Context: an optimization exercise on an open-source flow, tuned for a short achievable clock period and few clock cycles. The choices shown serve that exercise and are no tape-out recipe.
The RTL was checked by simulation tests, not by an equivalence proof against the original design.
Power figures rest on the tool's default switching activity, not on a simulated workload.

===== design/flow/flow/run.sh =====
#!/bin/bash
# Own layout flow: the standard synthesis and layout, with timing repair
# asked to leave MARGIN ns of setup slack at the design's clock period (the
# SDC itself is the design's, unchanged), and all the machine's CPUs for the
# layout tools. Each step logs to its own file.
set -euo pipefail
MARGIN=$(cat flow/margin.txt)
CORES=$(nproc)
bash standard.sh synth > synth.log 2>&1
bash standard.sh SETUP_SLACK_MARGIN=$MARGIN NUM_CORES=$CORES finish > layout.log 2>&1

===== design/flow/flow/margin.txt =====
9.0

===== design/flow/standard.sh =====
#!/bin/bash
# synth_recipe.tcl (not shown) runs the flow's synth.tcl, then flattens the netlist and writes it again
# the make line also repeats each setting of config.mk as NAME=value (left out here)
make -C /OpenROAD-flow-scripts/flow DESIGN_CONFIG=/design/flow/config.mk WORK_HOME=/design/flow/orfs CLKGATE_MAP_FILE= SYNTH_SCRIPT=/design/flow/synth_recipe.tcl "${@:-finish}"

===== design/flow/config.mk =====
export PLATFORM = sky130hd
export DESIGN_NAME = CPU
export DESIGN_NICKNAME = CPU
export VERILOG_FILES = /design/flow/design.v
export SDC_FILE = /design/flow/constraint.sdc
export NUM_CORES = 4
export LEC_CHECK = 0
export ABC_CLOCK_PERIOD_IN_PS = 3000
export CAP_MARGIN = 20
export CELL_PAD_IN_SITES_DETAIL_PLACEMENT = 1
export CELL_PAD_IN_SITES_GLOBAL_PLACEMENT = 1
export CORE_MARGIN = 2
export CORE_UTILIZATION = 30
export PLACE_DENSITY = 0.45
export SLEW_MARGIN = 20
export SYNTH_HIERARCHICAL = 1

===== design/flow/constraint.sdc =====
create_clock -name core_clock -period 12.5 [get_ports {clk}]
set_input_delay 2.5000 -clock core_clock [delete_from_list [all_inputs] [get_ports {clk}]]
set_output_delay 2.5000 -clock core_clock [all_outputs]
set_load 0.01 [all_outputs]

===== design/flow/design.v =====
module CPU(
    input clk, rst,
    input [7:0] switch_little,
    input [7:0] switch_big,
    input button0, button1, button2, button3,
    output [13:0] imem_addr,
    input  [31:0] imem_data,
    output [13:0] dmem_addr,
    output [31:0] dmem_wdata,
    output dmem_we,
    input  [31:0] dmem_rdata,
    output reg [7:0] led_big,
    output reg [7:0] led_little,
    output reg [31:0] seg
);
localparam OP_R = 7'b0110011, OP_I = 7'b0010011, OP_L = 7'b0000011, OP_S = 7'b0100011, OP_B = 7'b1100011;
localparam OP_JAL = 7'b1101111, OP_JALR = 7'b1100111, OP_LUI = 7'b0110111, OP_AUIPC = 7'b0010111;
reg [31:0] pc_f;
reg [15:2] ia_q;            
reg        valid_x;
reg [31:0] pc_x;
reg [31:0] ir_x;
reg        pred_x;          
reg [31:0] ptgt_x;
reg [31:0] pchk_x;          
reg        pjr_x;           
reg [31:0] opa_x, opb_x;    
reg [31:0] imm_x;           
reg        am_x, awl_x, awr_x, ar_x;
reg        bm_x, bwl_x, bwr_x, br_x, bi_x;    
reg        sm_x, swl_x, swr_x, sr_x;          
reg        wen_x;           
reg        isld_x, isst_x, isbr_x, isjal_x, isjalr_x;
reg        isr_x, isi_x, isfix_x, iscti_x;
reg        sub_x;
reg [4:0]  rd_x_q;
reg [2:0]  f3_x;
reg        wen_m;
reg [4:0]  rd_m;
reg        load_m;
reg        st_io_m;
reg        ld_io_m;
reg        ld_sext_m;
reg [31:0] res_m;
reg [13:0] daddr_m;      
reg [31:0] wdata_m;
reg        we_m;
reg        wen_w;
reg [4:0]  rd_w;
reg        ldmem_w;
reg [31:0] res_w;
reg [31:0] rdata_w;
reg [31:0] rf [1:31];
localparam BI = 4;
localparam BN = 1 << BI;
reg             btb_v   [0:BN-1];
reg [15:BI+2]   btb_tag [0:BN-1];
reg [15:0]      btb_tgt [0:BN-1];
reg [31:0]      btb_chk [0:BN-1];
reg             btb_jr  [0:BN-1];
reg             upd;
reg             upd_set;
reg [BI+1:2]    upd_idx;
reg [15:BI+2]   upd_tag;
reg [31:0]      upd_tgt;
reg [31:0]      upd_chk;
reg             upd_jr;
assign imem_addr  = ia_q;
assign dmem_addr  = daddr_m;
assign dmem_wdata = wdata_m;
assign dmem_we    = we_m;
wire [31:0] wb_w = ldmem_w ? rdata_w : res_w;
wire ldmem_m = load_m & ~ld_io_m;    
wire [31:0] ir = imem_data;
wire [6:0] opc = ir[6:0];
wire [4:0] rs1 = ir[19:15];
wire [4:0] rs2 = ir[24:20];
wire [4:0] rd  = ir[11:7];
wire f_r     = opc == OP_R;
wire f_i     = opc == OP_I;
wire f_ld    = opc == OP_L;
wire f_st    = opc == OP_S;
wire f_br    = opc == OP_B;
wire f_jal   = opc == OP_JAL;
wire f_jalr  = opc == OP_JALR;
wire f_lui   = opc == OP_LUI;
wire f_auipc = opc == OP_AUIPC;
wire [32*32-1:0] rf_flat;
genvar q;
generate
    for (q = 0; q < 32; q = q + 1) begin : rfl
        if (q == 0) begin : z
            assign rf_flat[31:0] = 32'd0;
        end else begin : r
            assign rf_flat[q*32 +: 32] = rf[q];
        end
    end
endgenerate
wire [31:0] rv1, rv2;
rfread rp1 (.regs(rf_flat), .rs(rs1), .byp(wen_w & (rd_w == rs1)), .bval(wb_w), .v(rv1));
rfread rp2 (.regs(rf_flat), .rs(rs2), .byp(wen_w & (rd_w == rs2)), .bval(wb_w), .v(rv2));
wire m1 = wen_x & (rd_x_q == rs1);
wire w1 = wen_m & (rd_m == rs1) & ~m1;
wire m2 = wen_x & (rd_x_q == rs2);
wire w2 = wen_m & (rd_m == rs2) & ~m2;
wire f_imm2 = ~(f_r | f_br);
wire stall_f;
wire [BI+1:2] idx_f = pc_f[BI+1:2];
wire hit_f = btb_v[idx_f] & (btb_tag[idx_f] == pc_f[15:BI+2]) &
             (pc_f[31:16] == 16'd0) & (pc_f[1:0] == 2'd0);
wire [31:0] btgt_f = {16'd0, btb_tgt[idx_f]};
wire [31:0] a  = ({32{am_x}} & res_m) | ({32{awl_x}} & rdata_w) | ({32{awr_x}} & res_w) | ({32{ar_x}} & opa_x);
wire [31:0] op2 = ({32{bm_x}} & res_m) | ({32{bwl_x}} & rdata_w) | ({32{bwr_x}} & res_w) | ({32{br_x}} & opb_x) | ({32{bi_x}} & imm_x);
wire [31:0] sd  = ({32{sm_x}} & res_m) | ({32{swl_x}} & rdata_w) | ({32{swr_x}} & res_w) | ({32{sr_x}} & opb_x);
wire [31:0] sum  = a + (sub_x ? ~op2 : op2) + {31'd0, sub_x};
wire        eq   = a == op2;
wire        ltu  = a < op2;
wire        lt   = (a[31] ^ op2[31]) ? a[31] : ltu;
wire [4:0]  sh   = op2[4:0];
wire [31:0] shl  = a << sh;
wire [63:0] shx  = {{32{ir_x[30] & a[31]}}, a} >> sh;
wire [31:0] shr  = shx[31:0];
reg [31:0] alu;
always @(*) begin
    case (f3_x)
        3'd0: alu = sum;
        3'd1: alu = shl;
        3'd2: alu = {31'd0, lt};
        3'd3: alu = {31'd0, ltu};
        3'd4: alu = a ^ op2;
        3'd5: alu = shr;
        3'd6: alu = a | op2;
        default: alu = a & op2;
    endcase
end
wire [31:0] immu_x = {ir_x[31:12], 12'b0};
wire [31:0] immb_x = {{20{ir_x[31]}}, ir_x[7], ir_x[30:25], ir_x[11:8], 1'b0};
wire [31:0] immj_x = {{12{ir_x[31]}}, ir_x[19:12], ir_x[20], ir_x[30:21], 1'b0};
wire [31:0] pc4_x  = pc_x + 32'd4;
wire [31:0] fix_x  = (ir_x[6:0] == OP_LUI) ? immu_x : (ir_x[6:0] == OP_AUIPC) ? pc_x + immu_x : pc4_x;
wire [31:0] tgt_x  = pc_x + (isjal_x ? immj_x : immb_x);
wire [31:0] res_x = isfix_x ? fix_x : (isr_x | isi_x) ? alu : sum;
reg cond;
always @(*) begin
    case (f3_x)
        3'd0: cond = eq;
        3'd1: cond = ~eq;
        3'd4: cond = lt;
        3'd5: cond = ~lt;
        3'd6: cond = ltu;
        3'd7: cond = ~ltu;
        default: cond = 1'b0;    
    endcase
end
wire tgt_ok = pred_x & ~pjr_x & (pchk_x == (isjal_x ? immj_x : immb_x));    
wire jr_ok  = pred_x & pjr_x & (a == pchk_x);                              
wire taken  = isjal_x | isjalr_x | (isbr_x & cond);
wire        rd_t  = isjalr_x ? ~jr_ok : ~tgt_ok;                  
wire [31:0] jsum  = a + imm_x;      
wire [31:0] np_t  = isjalr_x ? jsum : tgt_x;
wire        rd_n  = pred_x;                                      
wire        redir_x = valid_x & (taken ? rd_t : rd_n);
wire [31:0] pc_next;
wire [15:2] ia_next;
nextpc npc (.rs1(rs1), .rs2(rs2), .isld_x(isld_x), .wen_x(wen_x), .rd_x(rd_x_q),
            .hit_f(hit_f), .btgt_f(btgt_f), .pc_f(pc_f),
            .valid_x(valid_x), .taken(taken), .rd_t(rd_t), .np_t(np_t), .rd_n(rd_n), .pc4_x(pc4_x),
            .ia_q(ia_q), .stall_f(stall_f), .pc_next(pc_next), .ia_next(ia_next));
wire [16:0] lo_sum = {1'b0, a[15:0]} + {1'b0, op2[15:0]};
wire [31:16] io_need = ~(a[31:16] ^ op2[31:16]);
wire io_addr = (io_need[16] == lo_sum[16]) &
               (io_need[31:17] == (a[30:16] & op2[30:16]));
wire go_f = ~redir_x & ~stall_f;
always @(posedge clk or negedge rst) begin
    if (!rst) begin
        pc_f <= 32'd0;
        ia_q <= 14'd0;
        valid_x <= 1'b0;
        wen_x <= 1'b0;
        isld_x <= 1'b0;
        isst_x <= 1'b0;
        isbr_x <= 1'b0;
        isjal_x <= 1'b0;
        isjalr_x <= 1'b0;
    end else begin
        pc_f     <= pc_next;
        ia_q     <= ia_next;
        valid_x  <= go_f;
        wen_x    <= go_f & (f_r | f_i | f_ld | f_jal | f_jalr | f_lui | f_auipc) & (rd != 5'd0);
        isld_x   <= go_f & f_ld;
        isst_x   <= go_f & f_st;
        isbr_x   <= go_f & f_br;
        isjal_x  <= go_f & f_jal;
        isjalr_x <= go_f & f_jalr;
    end
end
always @(posedge clk) begin
    pc_x <= pc_f;
    ir_x <= ir;
    pred_x <= hit_f;
    ptgt_x <= btgt_f;
    pchk_x <= btb_chk[idx_f];
    pjr_x <= btb_jr[idx_f];
    opa_x <= rv1;
    opb_x <= rv2;
    imm_x <= f_st ? {{20{ir[31]}}, ir[31:25], ir[11:7]} : {{20{ir[31]}}, ir[31:20]};
    am_x  <= m1;
    awl_x <= w1 & ldmem_m;
    awr_x <= w1 & ~ldmem_m;
    ar_x  <= ~m1 & ~w1;
    bm_x  <= m2 & ~f_imm2;
    bwl_x <= w2 & ldmem_m & ~f_imm2;
    bwr_x <= w2 & ~ldmem_m & ~f_imm2;
    br_x  <= ~m2 & ~w2 & ~f_imm2;
    bi_x  <= f_imm2;
    sm_x  <= m2;
    swl_x <= w2 & ldmem_m;
    swr_x <= w2 & ~ldmem_m;
    sr_x  <= ~m2 & ~w2;
    rd_x_q <= rd;
    f3_x <= ir[14:12];
    isr_x <= f_r;
    isi_x <= f_i;
    isfix_x <= f_lui | f_auipc | f_jal | f_jalr;
    iscti_x <= f_br | f_jal | f_jalr;
    sub_x <= f_r & ir[30] & (ir[14:12] == 3'd0);
end
always @(posedge clk or negedge rst) begin
    if (!rst) begin
        wen_m <= 1'b0;
        load_m <= 1'b0;
        st_io_m <= 1'b0;
        ld_io_m <= 1'b0;
        we_m <= 1'b0;
    end else begin
        wen_m   <= wen_x;
        load_m  <= isld_x;
        st_io_m <= isst_x & io_addr;
        ld_io_m <= isld_x & io_addr;
        we_m    <= isst_x & ~io_addr;
    end
end
always @(posedge clk) begin
    rd_m <= rd_x_q;
    ld_sext_m <= (f3_x == 3'd0) | (f3_x == 3'd1);
    res_m <= res_x;
    daddr_m <= sum[13:0];
    wdata_m <= sd;
end
wire upd_ok = upd_set & (upd_tgt[31:16] == 16'd0) & (upd_tgt[1:0] == 2'd0);
integer j;
always @(posedge clk or negedge rst) begin
    if (!rst) begin
        upd <= 1'b0;
        for (j = 0; j < BN; j = j + 1) btb_v[j] <= 1'b0;
    end else begin
        upd <= valid_x & (iscti_x | pred_x);
        if (upd) btb_v[upd_idx] <= upd_ok;
    end
end
always @(posedge clk) begin
    upd_set <= taken & (pc_x[31:16] == 16'd0) & (pc_x[1:0] == 2'd0);    
    upd_jr <= isjalr_x;
    upd_idx <= pc_x[BI+1:2];
    upd_tag <= pc_x[15:BI+2];
    upd_tgt <= isjalr_x ? sum : tgt_x;
    upd_chk <= isjalr_x ? a : isjal_x ? immj_x : immb_x;
    if (upd & upd_ok) begin
        btb_tag[upd_idx] <= upd_tag;
        btb_tgt[upd_idx] <= upd_tgt[15:0];
        btb_chk[upd_idx] <= upd_chk;
        btb_jr[upd_idx] <= upd_jr;
    end
end
reg [31:0] io_rd;
always @(*) begin
    case (res_m[15:0])
        16'h0008: io_rd = ld_sext_m ? {{24{switch_big[7]}}, switch_big} : {24'd0, switch_big};
        16'h000C: io_rd = ld_sext_m ? {{24{switch_little[7]}}, switch_little} : {24'd0, switch_little};
        16'h0010: io_rd = {31'd0, button0};
        16'h0014: io_rd = {31'd0, button1};
        16'h0018: io_rd = {31'd0, button2};
        16'h001C: io_rd = {31'd0, button3};
        default:  io_rd = 32'd0;
    endcase
end
always @(posedge clk or negedge rst) begin
    if (!rst) begin
        led_big <= 8'h0;
        led_little <= 8'h0;
        seg <= 32'h0;
        wen_w <= 1'b0;
    end else begin
        if (st_io_m && res_m[15:0] == 16'h0000) led_big <= wdata_m[7:0];
        if (st_io_m && res_m[15:0] == 16'h0004) led_little <= wdata_m[7:0];
        if (st_io_m && res_m[15:0] == 16'h0020) seg <= wdata_m;
        wen_w <= wen_m;
    end
end
always @(posedge clk) begin
    rd_w <= rd_m;
    ldmem_w <= ldmem_m;
    res_w <= ld_io_m ? io_rd : res_m;
    rdata_w <= dmem_rdata;
end
integer i;
always @(posedge clk or negedge rst) begin
    if (!rst) begin
        for (i = 1; i < 32; i = i + 1) rf[i] <= 32'd0;
    end else if (wen_w) begin
        rf[rd_w] <= wb_w;
    end
end
endmodule
module rfread(
    input  [32*32-1:0] regs,
    input  [4:0]       rs,
    input              byp,
    input  [31:0]      bval,
    output [31:0]      v
);
wire [31:0] sel = 32'd1 << rs;
reg [31:0] r;
integer k;
always @(*) begin
    r = 32'd0;
    for (k = 0; k < 32; k = k + 1) r = r | ({32{sel[k]}} & regs[k*32 +: 32]);
end
assign v = byp ? bval : r;
endmodule
module nextpc(
    input  [4:0]  rs1, rs2,
    input         isld_x, wen_x,
    input  [4:0]  rd_x,
    input         hit_f,
    input  [31:0] btgt_f, pc_f,
    input         valid_x, taken, rd_t, rd_n,
    input  [31:0] np_t, pc4_x,
    input  [15:2] ia_q,
    output        stall_f,
    output [31:0] pc_next,
    output [15:2] ia_next
);
assign stall_f = isld_x & wen_x & ((rd_x == rs1) | (rd_x == rs2));
wire [31:0] pc_seq = stall_f ? pc_f : hit_f ? btgt_f : pc_f + 32'd4;
assign pc_next = ~valid_x ? pc_seq :
                 taken ? (rd_t ? np_t : pc_seq) :
                         (rd_n ? pc4_x : pc_seq);
wire [31:0] pc4_f = pc_f + 32'd4;
wire [15:2] ia_seq = stall_f ? ia_q : hit_f ? btgt_f[15:2] : pc4_f[15:2];
assign ia_next = ~valid_x ? ia_seq :
                 taken ? (rd_t ? np_t[15:2] : ia_seq) :
                         (rd_n ? pc4_x[15:2] : ia_seq);
endmodule

==> results.ini, run 1 <==
[detailed_routing]
num_vias = 107188
avgRoutedWirePerCell_um = 42.6
vias_per_cell = 6.18
first_pass_iters = 8
post-route-drc-count = 0
wl_mm = 740
ant_nets = 0
first_iter_violations = 14316

[pwr]
switching_share = 0.350
p_comb_frac = 0.260
cellPowerDensity_nw_per_um2 = 169
clkPwrFrac = 0.351
ir_drop_v = 0.000124
seqPwrFrac = 0.389
p_leak_nw = 62.7
p_int_mw = 17.6
p_switching_mw = 9.48

[sta]
rsz0062_at_grt = true
tightest_slew_ps = 1240
finalHoldViolCount = 0
skew_ps = 93.4
drv_slew = 0
min_period_ps = 4650
slew_headroom = 0.176
fmax_mhz = 215
setup_viol = 0
tns_ps = 0
finalCritPeriodShare = 0.372
holdWs_ps = 396

[clock_tree]
cts_buffers = 305
clock_latency_ps = 980
cts.sinks = 2479
cts_tree = yes
htree_num_levels = 5
root_buffer = clkbuf_16
path_clk_slew_ps = 60
cts_buffer_depth = 4

[finish]
layout-drive-gt1-share = 0.297
area_delta_synth_final_pct = 34.3
final_cells = 17357
fill_cells = 41537
layout.nets = 12122

[placed_design]
globalplace.congestion = 0.969
dp_hpwl_mm = 458
io_buffers = 194
dp.cells = 15792

[worst_setup_path]
reg2reg_from = bwl_x$_DFF_P_
endpoint_kind = register
critical_path.slowest_cell = o211ai_1
cp_max_fo = 16
crit_type = register to register
timing.rr.end = res_m[30]$_DFF_P_
cp-start-kind = register
critPathBufInv = 1
slowest_delay_ps = 650
r2r_cells = 15
cp_top_family = compound AO/OA/AOI/OAI gates
cp.required_ps = 13250
cp-startpoint = bwl_x$_DFF_P_
cp.depth = 15
endpoint = res_m[30]$_DFF_P_
crit_chain = bufbuf_16, a22oi_1, nand3_1, xor2_1, ha_1, a21oi_1, o21bai_1, a211o_1, a21oi_2, and3_1, o21ai_4, a41oi_2, o21ai_2, xnor2_2, o211ai_1
arrival_ps = 5400
r2r_slack_ps = 7850

[floorplanning]
io_pins = 195
die-area_sq_um = 403000
fp.dieW_um = 634
core_area_sq_um = 396000
initial_core_util = 0.301
die_h_um = 634
row_count = 231

[logic_synthesis]
synth_edf_count = 944
async_flop_share = 0.450
postSynthCellCount = 10747
synth_ff_type = dfrtp_1
ys_seq_elements = 2479
synth_top_area_frac = 0.238
synth.top_cells.by_area = edfxtp_1 24%, dfrtp_1 23%, dfxtp_1 7.0%
ys_seq_area_frac = 0.542
netlist_area_sq_um = 119000
syn_avg_cell_area_sq_um = 11.1
synth_cell_types = 119
synth_top_cell_by_area = edfxtp_1
yosys_warnings = 10

[global_routing]
grt_overflow = 0
grt_pass1_vias = 104919
antenna_found_initial = 91
grt_first_pass_wirelength_mm = 975
grt_start_max_net_pins = 135
gr-usage-all-layers = 0.357

[flow_run]
drv_cap = 0

[run_status]
outcome = timing/DRC/antenna clean

[min_path]
hp-class = register to register

## worst register-to-register path, cell delays in order, from the launching register on
cell and delay [ps]:
dfxtp_4 380, bufbuf_16 320, a22oi_1 170, nand3_1 290
xor2_1 250, ha_1 460, a21oi_1 360, o21bai_1 120
a211o_1 340, a21oi_2 290, and3_1 260, o21ai_4 100
a41oi_2 210, o21ai_2 100, xnor2_2 160, o211ai_1 650
## through the flow
stage / instance area [sq um] / util / total power [mW] / setup slack [ps]
after global placement: 129000 / 0.327 / 16.4 / 5910
after floorplan: 122000 / - / 13.4 / 8300
final: 160000 / 0.405 / 27.1 / 7850
after detailed placement: 130000 / 0.327 / 16.5 / 5900
after CTS: 156000 / 0.395 / 26.9 / 8010
after global routing: 160000 / 0.405 / 27.8 / 7820
## per-module statistics from Yosys (local to each module, per instance)
module / cell area [sq um] / flip-flops and latches
CPU: 102000 / 2479
rfread: 7160 / 0
nextpc: 2660 / 0
## placed cells by master (no fill, tap or decap), types with 253 or more instances in the layout
| master | instances |
|---|---|
| a22oi_1 | 628 |
| buf_4 | 713 |
| edfxtp_1 | 944 |
| buf_12 | 253 |
| buf_6 | 254 |
| clkbuf_16 | 321 |
| nor2_1 | 874 |
| mux4_2 | 307 |
| o21ai_0 | 557 |
| a21oi_1 | 879 |
| nand2_1 | 866 |
| dfrtp_1 | 1106 |
| dfxtp_1 | 340 |
## area by class of cell
cell class              count  area [sq um]  share of cell area
repair buffers           1511         18800               0.118
flip-flops and latches   2479         64800               0.405
inverters                 195           856             0.00534
multi-input cells        7331         58500               0.365
clock inverters           134          1870              0.0117
diodes                     38          95.1            0.000594
clock buffers             427          8670              0.0541
well taps                5242          6560              0.0409
## per-layer routing
metal  vias to the layer above  global-route usage  part of all wire
li1                      42675                   -                 -
met1                     56343               0.497              0.43
met2                      6314               0.505              0.41
met3                      1818              0.0871             0.098
met4                        38               0.197             0.067
met5                         -                   0           0.00034
## how the worst min path moves through the flow
stage	start	end	cells after the start
after floorplan	wen_m$_DFF_PN0_	wen_w$_DFF_PN0_	0
after global placement	wen_m$_DFF_PN0_	wen_w$_DFF_PN0_	0
after detailed placement	wen_m$_DFF_PN0_	wen_w$_DFF_PN0_	0
after CTS	rd_m[3]$_DFF_P_	rd_w[3]$_DFF_P_	0
after global routing	rd_m[3]$_DFF_P_	rd_w[3]$_DFF_P_	0
final	rd_m[3]$_DFF_P_	rd_w[3]$_DFF_P_	0
## registers in the layout (all words and copies together), names as in the netlist, 14 cells and up
register  cells
rf          992
res_w        32
pchk_x       32
daddr_m      14
pc_f         32
btb_chk     512
ir_x         20
btb_tag     160
opa_x        32
seg          32
btb_tgt     256
upd_chk      32
upd_tgt      32
btb_jr       16
res_m        32
wdata_m      32
opb_x        32
ia_q         14
pc_x         32
btb_v        16
rdata_w      32
## power by group through the flow
| stage | sequential, mW | clock (mW) | combinational, mW |
|---|---|---|---|
| 4_1_cts | 10.5 | 9.65 | 6.73 |
| 5_1_grt | 10.6 | 9.94 | 7.32 |
| 2_1_floorplan | 9.89 | 0 | 3.53 |
| 3_5_place_dp | 10.7 | 0 | 5.81 |
| 3_3_place_gp | 10.6 | 0 | 5.80 |
| 6_report | 10.5 | 9.52 | 7.04 |
## cells in the mapped netlist, types with 167 or more instances
cell      count
a21oi_1     950
a22oi_1     813
buf_2       167
clkbuf_1    552
dfrtp_1    1116
dfxtp_1     419
edfxtp_1    944
ha_1        209
inv_1       178
mux2i_1     240
mux4_2      307
nand2_1     924
nor2_1      973
o21ai_0     623
## what timing repair did
item / in CTS / in global routing
gates resized for setup: 2111 / 416
pin swaps: 422 / 315
hold buffers: 0 / 0
endpoints found under the setup margin: 1716 / 940
setup buffers: 694 / 187
gates cloned: 77 / 8
## cells by family after synthesis
group           count (synthesis)  share of synthesized area
xor+xnor                      284                     0.0209
mux                           689                     0.0916
flops                        2479                      0.542
other cells                     1                  0.0000314
buf+inv                      1021                     0.0360
simple gates                 2731                      0.103
compound gates               3329                      0.183
fa+ha+maj                     213                     0.0226
Testbench counts, summed over its fixed seeds: cycles 36,721.
==> run 2: changes to the inputs <==
==> design/flow/flow/run.sh (replaced) <==
#!/bin/bash
# Own layout flow: the standard synthesis and layout, with timing repair
# asked to leave MARGIN ns of setup slack at the design's clock period (the
# SDC itself is the design's, unchanged). Each step logs to its own file.
set -euo pipefail
MARGIN=$(cat flow/margin.txt)
bash standard.sh synth > synth.log 2>&1
bash standard.sh SETUP_SLACK_MARGIN=$MARGIN NUM_CORES=4 finish > layout.log 2>&1
--- a/design/flow/config.mk
+++ b/design/flow/config.mk
@@ -13,3 +13,2 @@
 export CORE_UTILIZATION = 30
-export PLACE_DENSITY = 0.45
 export SLEW_MARGIN = 20
==> results.ini, run 2 <==
[run_status]
outcome = failed layout checks
failed_checks = max-capacitance violations, max-slew violations

[detailed_routing]
first_pass_iters = 9
post-route-drc-count = 0
vias_per_cell = 6.43
first_iter_violations = 16443
ant_nets = 0
wl_mm = 737
avgRoutedWirePerCell_um = 42.5
num_vias = 111595

[finish]
layout_commonest_cell = dfrtp_1
layout.nets = 12090
area_delta_synth_final_pct = 32.8
regMostFlops = rf
reg_top3 = rf (992), btb_chk (512), btb_tgt (256)
fill_cells = 41754
layout-drive-gt1-share = 0.290
fin_area_sq_um = 158000
final_cell_mix = 1098 x dfrtp_1, 944 x edfxtp_1, 882 x nor2_1
multiInputGateArea_sq_um = 57900
regArea_sq_um = 64900
post-route-util = 0.400
largest_reg_flops = 992
final_cells = 17346

[sta]
rsz0062_at_grt = true
tightest_slew_ps = 1710
skew_ps = 122
setup_viol = 0
fmax_mhz = 209
fin_ws_ps = 7710
tns_ps = 0
min_period_ps = 4790
finalHoldViolCount = 0
holdWs_ps = 398
drv_slew = 11
slew_headroom = -0.140
finalCritPeriodShare = 0.383

[placed_design]
placed_area_sq_um = 129000
pre_cts_ws_ps = 5860
globalplace.congestion = 1.02
dp_hpwl_mm = 438
dp.cells = 15799
io_buffers = 194

[pwr]
seqPwrFrac = 0.405
cellPowerDensity_nw_per_um2 = 165
p_leak_nw = 62.1
ir_drop_v = 0.000138
p_switching_mw = 9.10
switching_share = 0.349
p_comb_frac = 0.261
p_total_mw = 26.1
p_int_mw = 17.0
clkPwrFrac = 0.335

[worst_setup_path]
endpoint_kind = register
crit_chain = a22oi_1, nand3_4, ha_4, nor4_4, nand4_1, nor3_2, xnor2_1, nand3_1, o211ai_1, or2_4, mux2i_4, o21ai_4, or4_1, o221a_2, o21ai_1
crit_type = register to register
critical_path.slowest_cell = dfxtp_1
arrival_ps = 5710
cp.required_ps = 13410
cp_max_fo = 6
cp-start-kind = register
slowest_delay_ps = 1070

[floorplanning]
die-area_sq_um = 403000
io_pins = 195
row_count = 231
initial_core_util = 0.301
fp.dieW_um = 634
die_h_um = 634
core_area_sq_um = 396000

[global_routing]
gr-usage-all-layers = 0.356
grt_start_max_net_pins = 156
grt_first_pass_wirelength_mm = 976
antenna_found_initial = 103
grt_pass1_vias = 107916
grt_overflow = 0

[logic_synthesis]
synth.top_cells.by_area = edfxtp_1 24%, dfrtp_1 23%, dfxtp_1 7.0%
synth_top_area_frac = 0.238
netlist_area_sq_um = 119000
yosys_warnings = 10
ys_seq_elements = 2479
async_flop_share = 0.450
syn_avg_cell_area_sq_um = 11.1
synth_top_cell_by_area = edfxtp_1
synth.most_common_cell = dfrtp_1
synth_edf_count = 944
synth_common_cells = 1116 x dfrtp_1, 973 x nor2_1, 950 x a21oi_1
ys_seq_area_frac = 0.542
postSynthCellCount = 10747
synth_cell_types = 119
synth_ff_type = dfrtp_1

[clock_tree]
cts_buffer_depth = 4
clock_latency_ps = 1070
cts.sinks = 2479
cts_tree = yes
htree_num_levels = 5
cts_buffers = 285
path_clk_slew_ps = 60
root_buffer = clkbuf_16
ctsHoldBuffers = 0

[min_path]
hp-class = register to register

[flow_run]
drv_cap = 1

==> run 2: cell count changes in the layout (fill, tap and decap cells not counted), sizes merged, moves of 3 or more <==
cell / previous run / this run
diode: 38 / 77
clkinv: 79 / 72
bufinv: 36 / 20
buf: 1383 / 1364
bufbuf: 46 / 39
nand2b: 35 / 38
clkinvlp: 23 / 14
clkbuf: 435 / 424
inv: 191 / 206
==> run 2: Yosys stat by module, one instance, submodules excluded <==
| module | cells inside | copies in the design | area, sq um | flops+latches |
|---|---|---|---|---|
| nextpc | 411 | 1 | 2660 | 0 |
| CPU | 8244 | 1 | 102000 | 2479 |
| rfread | 1046 | 2 | 7160 | 0 |
==> run 2: layer usage <==
layer | share of wire | vias up | global-route usage
met5 | 0.0018 | - | 0.0110
met4 | 0.10 | 52 | 0.283
met3 | 0.12 | 3328 | 0.157
met2 | 0.41 | 8665 | 0.504
met1 | 0.36 | 56908 | 0.416
li1 | - | 42642 | -
==> run 2: worst paths after layout <==
| check | end | slack [ps] | start | cells past startpoint |
|---|---|---|---|---|
| max | pc_f[17]$_DFF_PN0_ | 7710 | opb_x[29]$_DFF_P_ | 15 |
| min | rd_w[3]$_DFF_P_ | 400 | rd_m[3]$_DFF_P_ | 0 |
| max reg2reg | pc_f[17]$_DFF_PN0_ | 7710 | opb_x[29]$_DFF_P_ | 15 |
| min reg2reg | rd_w[3]$_DFF_P_ | 400 | rd_m[3]$_DFF_P_ | 0 |
| max in group asynchronous | pc_f[3]$_DFF_PN0_ | 9070 | rst | 3 |
| min in group asynchronous | rf[5][31]$_DFFE_PN0P_ | 1420 | rst | 1 |
==> run 2: logic make-up (layout without fill, tap and decap cells) <==
kind of cell,Yosys count,after routing,synth area share
and+or+nand+nor,2731,2738,0.103
muxes,689,689,0.0916
adders and majority gates,213,213,0.0226
AOI/OAI and AO/OA,3329,3329,0.183
xor gates and xnor gates,284,284,0.0209
other,1,159,0.0000314
DFF,2479,2479,0.542
buffers and inverters,1021,2213,0.0360
==> run 2: critical path: cells and delay by family (launching register included) <==
kind | cells | cell delay [ps]
AO/OA/AOI/OAI | 5 | 870
XOR/XNOR | 1 | 140
adder cells (fa/ha/maj) | 1 | 270
flip-flops | 1 | 1070
multiplexers | 1 | 340
AND/OR/NAND/NOR | 7 | 1900
==> run 2: layout make-up <==
| type | count | share of cell area |
|---|---|---|
| Antenna cell | 77 | 0.00122 |
| Clock buffer | 406 | 0.0515 |
| Tap cell | 5242 | 0.0414 |
| Clock inverter | 117 | 0.00811 |
| Timing Repair Buffer | 1495 | 0.117 |
| Multi-Input combinational cell | 7335 | 0.366 |
| Sequential cell | 2479 | 0.410 |
| Inverter | 195 | 0.00529 |
==> run 2: repair_timing <==
item / 4_1_cts / 5_1_grt
buffers inserted: 660 / 193
gates cloned: 77 / 14
endpoints found under the setup margin: 1615 / 720
resized for setup: 2030 / 474
pin swaps: 410 / 292
==> run 2: power by group through the flow <==
stage / registers [mW] / logic, mW / clock network, mW
after floorplan: 9.89 / 3.53 / 0
after global placement: 10.6 / 5.48 / 0
after detailed placement: 10.6 / 5.52 / 0
after CTS: 10.5 / 6.38 / 8.75
after global routing: 10.6 / 7.03 / 9.07
final: 10.5 / 6.80 / 8.72
==> run 3: changes to the inputs <==
--- a/design/flow/design.v
+++ b/design/flow/design.v
@@ -108,4 +108,3 @@
 wire [BI+1:2] idx_f = pc_f[BI+1:2];
-wire hit_f = btb_v[idx_f] & (btb_tag[idx_f] == pc_f[15:BI+2]) &
-             (pc_f[31:16] == 16'd0) & (pc_f[1:0] == 2'd0);
+wire hit_f = 1'b0;    
 wire [31:0] btgt_f = {16'd0, btb_tgt[idx_f]};
--- a/design/flow/flow/run.sh
+++ b/design/flow/flow/run.sh
@@ -7,2 +7,2 @@
 bash standard.sh synth > synth.log 2>&1
-bash standard.sh SETUP_SLACK_MARGIN=$MARGIN NUM_CORES=4 finish > layout.log 2>&1
+bash standard.sh SETUP_SLACK_MARGIN=$MARGIN NUM_CORES=3 finish > layout.log 2>&1
--- a/design/flow/config.mk
+++ b/design/flow/config.mk
@@ -13,2 +13,3 @@
 export CORE_UTILIZATION = 30
+export PLACE_DENSITY = 0.45
 export SLEW_MARGIN = 20
==> results.ini, run 3 <==
[run_status]
outcome = failed layout checks
failed_checks = max-slew violations

[sta]
finalHoldViolCount = 0
skew_ps = 116
tns_ps = 0
tightest_slew_ps = 3220
holdWs_ps = 357
setup_viol = 0
rsz0062_at_grt = true
slew_headroom = -1.15
fmax_mhz = 219
finalCritPeriodShare = 0.365
min_period_ps = 4570
drv_slew = 28

[detailed_routing]
vias_per_cell = 6.30
ant_nets = 0
first_iter_violations = 11686
wl_mm = 646
post-route-drc-count = 0
num_vias = 92779
avgRoutedWirePerCell_um = 43.9
first_pass_iters = 6

[finish]
post-route-util = 0.417
layout_commonest_cell = dfrtp_1
final_cell_mix = 1096 x dfrtp_1, 920 x nand2_1, 801 x nor2_1
largest_reg_flops = 992
layout-drive-gt1-share = 0.287
area_delta_synth_final_pct = 38.2
reg_top3 = rf (992), btb_tgt (256)
layout.nets = 10838
regMostFlops = rf

[worst_setup_path]
critPathMostFrequentCell = buf_4
endpoint_kind = register
reg2reg_from = awr_x$_DFF_P_
arrival_ps = 5380
cp.required_ps = 13310
critPathBufInv = 7
timing.rr.end = pc_f[16]$_DFF_PN0_
r2r_cells = 22
cp_max_fo = 7
crit_chain = buf_12, buf_4, a22oi_2, nand2_1, buf_12, ha_4, nor4_4, nand3_4, nor4_4, xnor2_1, o21a_1, nor4_4, buf_4, nor2_4, and2_4, mux2i_4, o21ai_4, buf_4, buf_12, buf_4, o41a_1, o21ai_1
cp-start-kind = register
r2r_slack_ps = 7930
crit_type = register to register
cp_top_family = simple AND/OR/NAND/NOR gates
slowest_delay_ps = 400
critical_path.slowest_cell = dfxtp_4

[logic_synthesis]
synth_common_cells = 1100 x dfrtp_1, 977 x nand2_1, 883 x nor2_1
async_flop_share = 0.648
synth_edf_count = 256
synth_top_area_frac = 0.304
synth.most_common_cell = dfrtp_1
synth_cell_types = 111
ys_seq_elements = 1698
postSynthCellCount = 9535
ys_seq_area_frac = 0.465
synth_top_cell_by_area = dfrtp_1
netlist_area_sq_um = 90500
syn_avg_cell_area_sq_um = 9.49
yosys_warnings = 10
synth_ff_type = dfrtp_1
synth.top_cells.by_area = dfrtp_1 30%, edfxtp_1 8.5%, dfxtp_1 7.6%

[pwr]
ir_drop_v = 0.000112
p_leak_nw = 52.0
p_total_mw = 18.6
cellPowerDensity_nw_per_um2 = 149

[placed_design]
dp_hpwl_mm = 400
io_buffers = 194
globalplace.congestion = 0.976

[clock_tree]
cts_buffers = 211
cts_buffer_depth = 4
cts.sinks = 1698
clock_latency_ps = 960
path_clk_slew_ps = 60
htree_num_levels = 4
root_buffer = clkbuf_16
ctsHoldBuffers = 0
cts_tree = yes

[floorplanning]
fp.dieW_um = 553
core_area_sq_um = 300000
die_h_um = 553
initial_core_util = 0.302
row_count = 201
die-area_sq_um = 306000
io_pins = 195

[min_path]
min_from = pc_f[1]$_DFF_PN0_
hp-class = register to register
whs_path_depth = 0
hold_end = pc_x[1]$_DFF_P_

[global_routing]
antenna_found_initial = 68
grt_first_pass_wirelength_mm = 848
grt_start_max_net_pins = 151
gr-usage-all-layers = 0.407
grt_pass1_vias = 90589
grt_overflow = 0

[flow_run]
drv_cap = 0

run 3: changes by cell type after synthesis, moves of 19 or more:
cell      before  now
xor2_1       145  109
a21oi_1      950  854
mux2i_1      240  280
nand2_1      924  977
a22oi_1      813  860
buf_2        167  148
nor2_1       973  883
edfxtp_1     944  256
o21ai_0      623  655
xnor2_1      139  106
clkbuf_1     552  522
dfxtp_1      419  342
mux4_2       307   89
run 3: final cells by class:
cell class,instances,area [sq um]
timing repair buffer,1458,17900
multi-input combinational,6969,51700
clock buffer,306,6190
antenna,39,97.6
sequential,1698,42200
inverter,198,837
tap,3958,4950
timing repair inverter,3,41.3
fill,32431,175000
clock inverter,87,1240
run 3: routing by layer:
metal	GRT usage	vias to the layer above	part of all wire
met5	0	-	0.00052
met4	0.297	46	0.090
met3	0.107	1904	0.091
met2	0.610	5464	0.43
met1	0.505	47993	0.39
li1	-	37372	-
run 3: modules after synthesis (local to each module, per instance):
module	cells	area, sq um	copies in the design	flops+latches
nextpc	411	2660	1	0
CPU	7032	73600	1	1698
rfread	1046	7160	2	0
run 3: how the worst max path moves through the flow:
stage                       start                 end  depth (start not counted)
finish              awr_x$_DFF_P_  pc_f[16]$_DFF_PN0_                         22
floorplan            bi_x$_DFF_P_  pc_f[17]$_DFF_PN0_                         20
detailed placement  imem_data[21]   opb_x[29]$_DFF_P_                         13
global placement    imem_data[21]   opb_x[29]$_DFF_P_                         13
CTS                  am_x$_DFF_P_  pc_f[18]$_DFF_PN0_                         17
global route        awr_x$_DFF_P_  pc_f[17]$_DFF_PN0_                         20
run 3: cell families (layout without fill, tap and decap cells):
logic type	after synthesis	in the layout	synth area share
compound gates	3249	3249	0.235
xor+xnor	215	215	0.0208
fa+ha+maj	213	213	0.0298
buf+inv	963	2052	0.0451
flops	1698	1698	0.465
mux	509	509	0.0705
other cells	2	132	0.0000830
simple gates	2686	2690	0.134
run 3: where the power goes:
part	switching, mW	total [mW]	internal [mW]
logic	3.09	4.85	1.76
clock network	2.74	6.70	3.96
registers	0.837	7.03	6.19
total	6.67	18.6	11.9
run 3: metrics by stage:
stage	worst slack, ps	cell area, sq um	std cells
6_report	7930	125000	14716
5_1_grt	7860	125000	14688
3_3_place_gp	6060	99000	13346
2_1_floorplan	8330	93100	9626
4_1_cts	8010	122000	14501
3_5_place_dp	6100	99100	13350
run 3: what timing repair did:
action / CTS / global route
buffers inserted: 684 / 165
resized for setup: 1936 / 367
cloned: 74 / 9
pin swaps: 462 / 331
endpoints found under the setup margin: 962 / 829
endpoints found under the hold margin: 0 / 0
Testbench counts of run 3, summed over its fixed seeds: cycles 38,777.
==> run 4: changes to the inputs <==
--- a/design/flow/design.v
+++ b/design/flow/design.v
@@ -35,2 +35,3 @@
 reg        sub_x;
+reg        rs_sum, rs_shl, rs_shr, rs_xor, rs_or, rs_and, rs_slt, rs_sltu, rs_fix;
 reg [4:0]  rd_x_q;
@@ -108,3 +109,4 @@
 wire [BI+1:2] idx_f = pc_f[BI+1:2];
-wire hit_f = 1'b0;    
+wire hit_f = btb_v[idx_f] & (btb_tag[idx_f] == pc_f[15:BI+2]) &
+             (pc_f[31:16] == 16'd0) & (pc_f[1:0] == 2'd0);
 wire [31:0] btgt_f = {16'd0, btb_tgt[idx_f]};
@@ -113,6 +115,15 @@
 wire [31:0] sd  = ({32{sm_x}} & res_m) | ({32{swl_x}} & rdata_w) | ({32{swr_x}} & res_w) | ({32{sr_x}} & opb_x);
-wire [31:0] sum  = a + (sub_x ? ~op2 : op2) + {31'd0, sub_x};
-wire        eq   = a == op2;
-wire        ltu  = a < op2;
-wire        lt   = (a[31] ^ op2[31]) ? a[31] : ltu;
+wire [31:0] sum, jsum;
+wire eq, lt, ltu, jeq;
+xadd xa (.am(am_x), .awl(awl_x), .awr(awr_x), .ar(ar_x),
+         .bm(bm_x), .bwl(bwl_x), .bwr(bwr_x), .br(br_x), .bi(bi_x),
+         .res_m(res_m), .rdata_w(rdata_w), .res_w(res_w), .ra(opa_x), .rb(opb_x), .imm(imm_x),
+         .sub(sub_x), .sum(sum));
+xcmp xc (.am(am_x), .awl(awl_x), .awr(awr_x), .ar(ar_x),
+         .bm(bm_x), .bwl(bwl_x), .bwr(bwr_x), .br(br_x), .bi(bi_x),
+         .res_m(res_m), .rdata_w(rdata_w), .res_w(res_w), .ra(opa_x), .rb(opb_x), .imm(imm_x),
+         .eq(eq), .lt(lt), .ltu(ltu));
+xjmp xj (.am(am_x), .awl(awl_x), .awr(awr_x), .ar(ar_x),
+         .res_m(res_m), .rdata_w(rdata_w), .res_w(res_w), .ra(opa_x), .imm(imm_x), .chk(pchk_x),
+         .jsum(jsum), .jeq(jeq));
 wire [4:0]  sh   = op2[4:0];
@@ -121,15 +132,2 @@
 wire [31:0] shr  = shx[31:0];
-reg [31:0] alu;
-always @(*) begin
-    case (f3_x)
-        3'd0: alu = sum;
-        3'd1: alu = shl;
-        3'd2: alu = {31'd0, lt};
-        3'd3: alu = {31'd0, ltu};
-        3'd4: alu = a ^ op2;
-        3'd5: alu = shr;
-        3'd6: alu = a | op2;
-        default: alu = a & op2;
-    endcase
-end
 wire [31:0] immu_x = {ir_x[31:12], 12'b0};
@@ -140,3 +138,5 @@
 wire [31:0] tgt_x  = pc_x + (isjal_x ? immj_x : immb_x);
-wire [31:0] res_x = isfix_x ? fix_x : (isr_x | isi_x) ? alu : sum;
+wire [31:0] res_x = ({32{rs_sum}} & sum) | ({32{rs_shl}} & shl) | ({32{rs_shr}} & shr) |
+                    ({32{rs_xor}} & (a ^ op2)) | ({32{rs_or}} & (a | op2)) | ({32{rs_and}} & (a & op2)) |
+                    {31'd0, (rs_slt & lt) | (rs_sltu & ltu)} | ({32{rs_fix}} & fix_x);
 reg cond;
@@ -154,6 +154,5 @@
 wire tgt_ok = pred_x & ~pjr_x & (pchk_x == (isjal_x ? immj_x : immb_x));    
-wire jr_ok  = pred_x & pjr_x & (a == pchk_x);                              
+wire jr_ok  = pred_x & pjr_x & jeq;                                       
 wire taken  = isjal_x | isjalr_x | (isbr_x & cond);
 wire        rd_t  = isjalr_x ? ~jr_ok : ~tgt_ok;                  
-wire [31:0] jsum  = a + imm_x;      
 wire [31:0] np_t  = isjalr_x ? jsum : tgt_x;
@@ -225,2 +224,11 @@
     sub_x <= f_r & ir[30] & (ir[14:12] == 3'd0);
+    rs_fix  <= f_lui | f_auipc | f_jal | f_jalr;
+    rs_sum  <= ~(f_lui | f_auipc | f_jal | f_jalr) & (~(f_r | f_i) | (ir[14:12] == 3'd0));
+    rs_shl  <= (f_r | f_i) & (ir[14:12] == 3'd1);
+    rs_slt  <= (f_r | f_i) & (ir[14:12] == 3'd2);
+    rs_sltu <= (f_r | f_i) & (ir[14:12] == 3'd3);
+    rs_xor  <= (f_r | f_i) & (ir[14:12] == 3'd4);
+    rs_shr  <= (f_r | f_i) & (ir[14:12] == 3'd5);
+    rs_or   <= (f_r | f_i) & (ir[14:12] == 3'd6);
+    rs_and  <= (f_r | f_i) & (ir[14:12] == 3'd7);
 end
@@ -353 +361,44 @@
 endmodule
+module opsel(
+    input m, wl, wr, r,
+    input [31:0] res_m, rdata_w, res_w, rv,
+    output [31:0] v
+);
+assign v = ({32{m}} & res_m) | ({32{wl}} & rdata_w) | ({32{wr}} & res_w) | ({32{r}} & rv);
+endmodule
+module xadd(
+    input am, awl, awr, ar, bm, bwl, bwr, br, bi,
+    input [31:0] res_m, rdata_w, res_w, ra, rb, imm,
+    input sub,
+    output [31:0] sum
+);
+wire [31:0] a, b0;
+opsel sa (.m(am), .wl(awl), .wr(awr), .r(ar), .res_m(res_m), .rdata_w(rdata_w), .res_w(res_w), .rv(ra), .v(a));
+opsel sb (.m(bm), .wl(bwl), .wr(bwr), .r(br), .res_m(res_m), .rdata_w(rdata_w), .res_w(res_w), .rv(rb), .v(b0));
+wire [31:0] b = b0 | ({32{bi}} & imm);
+assign sum = a + (sub ? ~b : b) + {31'd0, sub};
+endmodule
+module xcmp(
+    input am, awl, awr, ar, bm, bwl, bwr, br, bi,
+    input [31:0] res_m, rdata_w, res_w, ra, rb, imm,
+    output eq, lt, ltu
+);
+wire [31:0] a, b0;
+opsel sa (.m(am), .wl(awl), .wr(awr), .r(ar), .res_m(res_m), .rdata_w(rdata_w), .res_w(res_w), .rv(ra), .v(a));
+opsel sb (.m(bm), .wl(bwl), .wr(bwr), .r(br), .res_m(res_m), .rdata_w(rdata_w), .res_w(res_w), .rv(rb), .v(b0));
+wire [31:0] b = b0 | ({32{bi}} & imm);
+assign eq  = a == b;
+assign ltu = a < b;
+assign lt  = (a[31] ^ b[31]) ? a[31] : ltu;
+endmodule
+module xjmp(
+    input am, awl, awr, ar,
+    input [31:0] res_m, rdata_w, res_w, ra, imm, chk,
+    output [31:0] jsum,
+    output jeq
+);
+wire [31:0] a;
+opsel sa (.m(am), .wl(awl), .wr(awr), .r(ar), .res_m(res_m), .rdata_w(rdata_w), .res_w(res_w), .rv(ra), .v(a));
+assign jsum = a + imm;
+assign jeq = a == chk;
+endmodule
--- a/design/flow/flow/run.sh
+++ b/design/flow/flow/run.sh
@@ -7,2 +7,2 @@
 bash standard.sh synth > synth.log 2>&1
-bash standard.sh SETUP_SLACK_MARGIN=$MARGIN NUM_CORES=3 finish > layout.log 2>&1
+bash standard.sh SETUP_SLACK_MARGIN=$MARGIN NUM_CORES=4 finish > layout.log 2>&1
==> results.ini, run 4 <==
[logic_synthesis]
synth_common_cells = 1277 x nand2_1, 1247 x a22oi_1, 1116 x dfrtp_1
synth_top_cell_by_area = edfxtp_1
synth_top_area_frac = 0.231
yosys_warnings = 10
ys_seq_area_frac = 0.529
synth.top_cells.by_area = edfxtp_1 23%, dfrtp_1 23%, a22oi_1 7.6%
synth.most_common_cell = nand2_1
synth_edf_count = 944
async_flop_share = 0.449
synth_cell_types = 128
syn_avg_cell_area_sq_um = 10.8
ys_seq_elements = 2485
synth_ff_type = dfrtp_1
netlist_area_sq_um = 122000
postSynthCellCount = 11313

[clock_tree]
root_buffer = clkbuf_16
htree_num_levels = 5
ctsHoldBuffers = 0
cts.sinks = 2485
cts_buffer_depth = 4
path_clk_slew_ps = 60
clock_latency_ps = 970
cts_buffers = 305
cts_tree = yes

[floorplanning]
io_pins = 195
die_h_um = 643
core_area_sq_um = 406000
initial_core_util = 0.301
fp.dieW_um = 643
die-area_sq_um = 413000
row_count = 234

[sta]
finalCritPeriodShare = 0.395
rsz0062_at_grt = true
setup_viol = 0
fin_ws_ps = 7570
min_period_ps = 4930
finalHoldViolCount = 0
holdWs_ps = 415
skew_ps = 89.2
fmax_mhz = 203
tightest_slew_ps = 1350
tns_ps = 0
slew_headroom = 0.0945
drv_slew = 0

[detailed_routing]
ant_nets = 0
num_vias = 111737
avgRoutedWirePerCell_um = 41.9
dr_wl_met2_mm = 312
post-route-drc-count = 0
wl_met1_mm = 317
first_iter_violations = 14578
wl_met3_mm = 78.3
vias_per_cell = 6.21
top_layer_used = met5
first_pass_iters = 9
wl_mm = 754

[global_routing]
grt_pass1_vias = 110298
grt_start_max_net_pins = 149
grt_overflow = 0
antenna_found_initial = 98
gr-usage-all-layers = 0.354
grt_first_pass_wirelength_mm = 1010

[finish]
fin_area_sq_um = 161000
layout.nets = 12556
multiInputGateArea_sq_um = 59900
regArea_sq_um = 65000
final_cells = 17983
largest_reg_flops = 992
area_delta_synth_final_pct = 31.2
layout_commonest_cell = nand2_1
final_cell_mix = 1195 x nand2_1, 1102 x dfrtp_1, 1031 x a22oi_1
post-route-util = 0.395
layout-drive-gt1-share = 0.266
fill_cells = 43330
reg_top3 = rf (992), btb_chk (512), btb_tgt (256)
regMostFlops = rf

[worst_setup_path]
crit_type = register to register
endpoint = pc_f[2]$_DFF_PN0_
reg2reg_from = br_x$_DFF_P_
critical_path.slowest_cell = dfxtp_4
cp-start-kind = register
arrival_ps = 5750
critPathMostFrequentCell = buf_4
cp.required_ps = 13310
slowest_delay_ps = 410
cp_max_fo = 8
crit_chain = buf_12, buf_16, buf_4, a22oi_2, nand2_1, a21oi_2, ha_1, a21oi_1, o21ai_1, a211oi_1, o2111ai_1, o32ai_4, mux2i_1, xnor2_1, a22o_1, a211o_4, buf_4, nand2b_4, buf_12, buf_4, o22ai_2, and2_1, a21oi_1
r2r_slack_ps = 7570
timing.rr.end = pc_f[2]$_DFF_PN0_
endpoint_kind = register
r2r_cells = 23
cp-startpoint = br_x$_DFF_P_

[placed_design]
dp_hpwl_mm = 464
io_buffers = 194
globalplace.congestion = 0.949
pre_cts_ws_ps = 6050
placed_area_sq_um = 133000
dp.cells = 16486

[pwr]
cellPowerDensity_nw_per_um2 = 167
ir_drop_v = 0.000149
p_total_mw = 26.9
p_leak_nw = 62.9

[flow_run]
drv_cap = 0

[min_path]
min_from = rd_m[4]$_DFF_P_
hp-class = register to register

[run_status]
outcome = timing/DRC/antenna clean

-- run 4: changes by cell type after synthesis, sizes merged, moves of 35 or more --
cell,delta
o21ai,+36
nor2,-49
nand4,+88
nand2,+297
nand3,-36
a22o,-45
a22oi,+386
xnor2,+35
mux2i,-48
mux4,+216
edfxtp,+688
buf,+57
clkbuf,+45
dfxtp,+83
-- run 4: worst min-delay path by stage --
stage	end	slack (ps)	depth (start not counted)
after floorplan	wen_w$_DFF_PN0_	360	0
after global placement	rd_w[2]$_DFF_P_	410	0
after detailed placement	rd_w[2]$_DFF_P_	400	0
after CTS	rd_w[4]$_DFF_P_	380	0
after global routing	rd_w[4]$_DFF_P_	390	0
final	rd_w[4]$_DFF_P_	410	0
-- run 4: critical path: cells and delay by family (launching register included) --
kind / cells / cell delay [ps]
xor gates and xnor gates: 1 / 160
AOI/OAI and AO/OA: 11 / 2420
and+or+nand+nor: 3 / 480
muxes: 1 / 150
adders and majority gates: 1 / 270
buffers and inverters: 6 / 940
DFF: 1 / 410
-- run 4: metal layers --
layer / up-vias / GRT usage
met5: - / 0
met4: 42 / 0.179
met3: 1789 / 0.107
met2: 6406 / 0.508
met1: 58723 / 0.481
li1: 44777 / -
-- run 4: report_power, final --
group	leakage [nW]	internal (mW)	switching (mW)
Sequential	27.3	9.25	1.26
Combinational	30.5	2.67	4.33
Clock	5.07	5.57	3.80
Total	62.9	17.5	9.39
-- run 4: cells by family after synthesis --
family | synth area share
xor gates and xnor gates | 0.0200
and+or+nand+nor | 0.113
other | 0.0000306
buffers and inverters | 0.0364
AOI/OAI and AO/OA | 0.192
muxes | 0.0869
DFF | 0.529
adders and majority gates | 0.0223
-- run 4: Yosys stat by module, one instance, submodules excluded, a selection --
| module | copies in the design | cell area [sq um] | cells |
|---|---|---|---|
| xjmp | 1 | 2090 | 286 |
| xadd | 1 | 2180 | 305 |
| opsel | 5 | 679 | 108 |
| CPU | 1 | 97900 | 7654 |
| nextpc | 1 | 2630 | 412 |
| xcmp | 1 | 901 | 124 |
-- run 4: area by class of cell --
cell class / count / area share
clock buffers: 446 / 0.0554
repair buffers: 1410 / 0.110
flip-flops and latches: 2485 / 0.405
repair inverters: 1 / 0.000101
multi-input cells: 7858 / 0.373
well taps: 5428 / 0.0423
clock inverters: 110 / 0.00892
diodes: 52 / 0.000810
inverters: 193 / 0.00489
-- run 4: timing repair --
item / CTS / global route
pin swaps: 427 / 289
endpoints found under the setup margin: 1846 / 1108
gates resized for setup: 1866 / 314
gates cloned: 80 / 9
buffers inserted: 691 / 106
Testbench counts of run 4, summed over its fixed seeds: cycles 36,721.

-- separate check: timing with driven ports --
How much do the figures lean on ideal ports? The routed layouts below were timed once more, with nothing changed but the port constraints. Step 1 assumes that a clkbuf_16 drives the clock port and a buf_2 every other input. Step 2 also shifts input and output timing later by t, the mid clock arrival at the registers, as if the neighbouring blocks saw the same clock. Slacks: ideal / step 1 / step 2; pairs: ideal / step 1.
run	t, ns	setup slack, ns	hold WS [ns]	worst register clock-pin slew, ns	worst slew at a driven data input, ns
run 1	1.055	7.852 / 7.852 / 7.177	0.396 / 0.396 / 0.396	0.08 / 0.08	0.45
run 2	1.126	7.707 / 7.707 / 7.040	0.398 / 0.398 / 0.398	0.07 / 0.07	0.41
run 3	1.011	7.932 / 7.932 / 7.283	0.357 / 0.357 / 0.357	0.07 / 0.07	0.31
run 4	1.030	7.565 / 7.565 / 7.366	0.415 / 0.415 / 0.415	0.07 / 0.07	0.23
For run 1, which loses most, drivers alone change the setup slack by 0.000 ns; drivers and shift together by -0.675 ns.
